What follows belongs to an exercise in optimizing a design on an open flow for small area and a short achievable clock period; a production flow would make more cautious choices. The RTL was checked by simulation tests, not by an equivalence proof against the original design. Power is estimated from default activity; no workload was simulated.

## before
==> module rd15n, before the edit <==
module rd15n(input [15:1] s, input [15:1] r, output yn);
	wire [8:1] y;
	assign y[1] = ~(s[1] & r[1] | s[2] & r[2]);
	assign y[2] = ~(s[3] & r[3] | s[4] & r[4]);
	assign y[3] = ~(s[5] & r[5] | s[6] & r[6]);
	assign y[4] = ~(s[7] & r[7] | s[8] & r[8]);
	assign y[5] = ~(s[9] & r[9] | s[10] & r[10]);
	assign y[6] = ~(s[11] & r[11] | s[12] & r[12]);
	assign y[7] = ~(s[13] & r[13] | s[14] & r[14]);
	assign y[8] = ~(s[15] & r[15]);
	assign yn = ~(~&y[4:1] | ~&y[8:5]);
endmodule
==> module mem_lane, before the edit <==
module mem_lane(input [15:0] oh, input [127:0] M, output reg [7:0] q);
	integer i;
	always @* begin
		q = 8'd0;
		for (i = 0; i < 16; i = i + 1)
			q = q | (M[8*i +: 8] & {8{oh[i]}});
	end
endmodule
export LEC_CHECK = 0
export CAP_MARGIN = 20
export CELL_PAD_IN_SITES_DETAIL_PLACEMENT = 0
export CELL_PAD_IN_SITES_GLOBAL_PLACEMENT = 1
export CORE_MARGIN = 2
export CORE_UTILIZATION = 60
export CTS_BUF_LIST = sky130_fd_sc_hd__clkbuf_8
export CTS_CLUSTER_DIAMETER = 50
export CTS_CLUSTER_SIZE = 14
export GPL_ROUTABILITY_DRIVEN = 1
export PLACE_DENSITY = 0.7
export SETUP_SLACK_MARGIN = 5
export SLEW_MARGIN = 20
export SYNTH_HIERARCHICAL = 1
create_clock -name core_clock -period 14.0 [get_ports {clk}]
standard.sh (not shown) runs the stock make flow with config.mk's settings and CLKGATE_MAP_FILE= SYNTH_SCRIPT=/design/flow/synth_recipe.tcl, a recipe that flattens the netlist after the stock synthesis.
==> flow/flow/run.sh <==
#!/bin/bash
# The standard layout, except that the port buffers are a plain buffer cell
# (buf_4) instead of the flow's default. Each tool's output goes to its own
# log under orfs/logs; make's output goes to flow_make.log here.
set -euo pipefail
bash standard.sh "BUFFER_PORTS_ARGS=-buffer_cell sky130_fd_sc_hd__buf_4" finish > flow_make.log 2>&1
Setup changes, before to after
diff --git a/flow/design.v b/flow/design.v
--- a/flow/design.v
+++ b/flow/design.v
@@ -158,24 +158,44 @@
 	endgenerate
 endmodule
 module rd15n(input [15:1] s, input [15:1] r, output yn);
-	wire [8:1] y;
-	assign y[1] = ~(s[1] & r[1] | s[2] & r[2]);
-	assign y[2] = ~(s[3] & r[3] | s[4] & r[4]);
-	assign y[3] = ~(s[5] & r[5] | s[6] & r[6]);
-	assign y[4] = ~(s[7] & r[7] | s[8] & r[8]);
-	assign y[5] = ~(s[9] & r[9] | s[10] & r[10]);
-	assign y[6] = ~(s[11] & r[11] | s[12] & r[12]);
-	assign y[7] = ~(s[13] & r[13] | s[14] & r[14]);
-	assign y[8] = ~(s[15] & r[15]);
-	assign yn = ~(~&y[4:1] | ~&y[8:5]);
-endmodule
-module mem_lane(input [15:0] oh, input [127:0] M, output reg [7:0] q);
-	integer i;
-	always @* begin
-		q = 8'd0;
-		for (i = 0; i < 16; i = i + 1)
-			q = q | (M[8*i +: 8] & {8{oh[i]}});
-	end
+	wire p1, p2;
+	or8 u_lo (.s(s[8:1]), .r(r[8:1]), .y(p1));
+	or7 u_hi (.s(s[15:9]), .r(r[15:9]), .y(p2));
+	assign yn = ~(p1 | p2);
+endmodule
+module or8(input [8:1] s, input [8:1] r, output y);
+	wire [4:1] q;
+	assign q[1] = ~(s[1] & r[1] | s[2] & r[2]);
+	assign q[2] = ~(s[3] & r[3] | s[4] & r[4]);
+	assign q[3] = ~(s[5] & r[5] | s[6] & r[6]);
+	assign q[4] = ~(s[7] & r[7] | s[8] & r[8]);
+	assign y = ~&q;
+endmodule
+module or7(input [7:1] s, input [7:1] r, output y);
+	wire [4:1] q;
+	assign q[1] = ~(s[1] & r[1] | s[2] & r[2]);
+	assign q[2] = ~(s[3] & r[3] | s[4] & r[4]);
+	assign q[3] = ~(s[5] & r[5] | s[6] & r[6]);
+	assign q[4] = ~(s[7] & r[7]);
+	assign y = ~&q;
+endmodule
+module mem_lane(input [15:0] oh, input [127:0] M, output [7:0] q);
+	genvar b, i;
+	generate
+		for (b = 0; b < 8; b = b + 1) begin : bt
+			wire [16:1] r;
+			for (i = 0; i < 16; i = i + 1) begin : rr
+				assign r[i+1] = M[8*i + b];
+			end
+			wire p1, p2;
+			or8 u_lo (.s(oh[7:0]), .r(r[8:1]), .y(p1));
+			or8 u_hi (.s(oh[15:8]), .r(r[16:9]), .y(p2));
+			or2m u_o (.a(p1), .b(p2), .y(q[b]));
+		end
+	endgenerate
+endmodule
+module or2m(input a, input b, output y);
+	assign y = a | b;
 endmodule
 module alu(
 	input [31:0] An, input [31:0] RTn, input [31:0] simm, input [5:0] op,
Findings:
Routed length on met3: before and after compared, higher one is before
after vs. before: non-clock buffer share of cell area shrank by 0.67 points; tap cell instance count fell by about 5.6%; routed wire length down 2.7%; delay of the slowest cell on the worst path climbed 0.14 ns.
Share of total power in the clock network: higher on after
before -> after: total die area decreased slightly
Relative to before, number of antenna violations at the first check in global routing has increased by 2 in after.

## re-timing with driven ports
No port has a modelled driver above. Below, the same layouts with a new extraction and two added sets of constraints. Step 1 sets driving cells, clkbuf_16 on the clock port and buf_2 on the other inputs (assumed; they add their load-dependent delay and slew). Step 2 also shifts input and output timing later by t, the mid clock arrival at the registers, as if the neighbouring blocks saw the same clock. Slacks: ideal / step 1 / step 2; pairs: ideal / step 1.
| run | t (ns) | setup WS [ns] | worst setup path after step 2 | latest minus earliest clock arrival (ns) |
|---|---|---|---|---|
| before | 0.848 | 4.995 / 4.966 / 4.240 | input to register | 0.056 / 0.056 |
| after | 0.845 | 4.911 / 4.865 / 4.263 | input to register | 0.049 / 0.049 |
After both steps setup and hold are still met in every run listed. The setup slack of before, which loses most, moves by -0.029 ns with the drivers and by -0.755 ns with both steps.
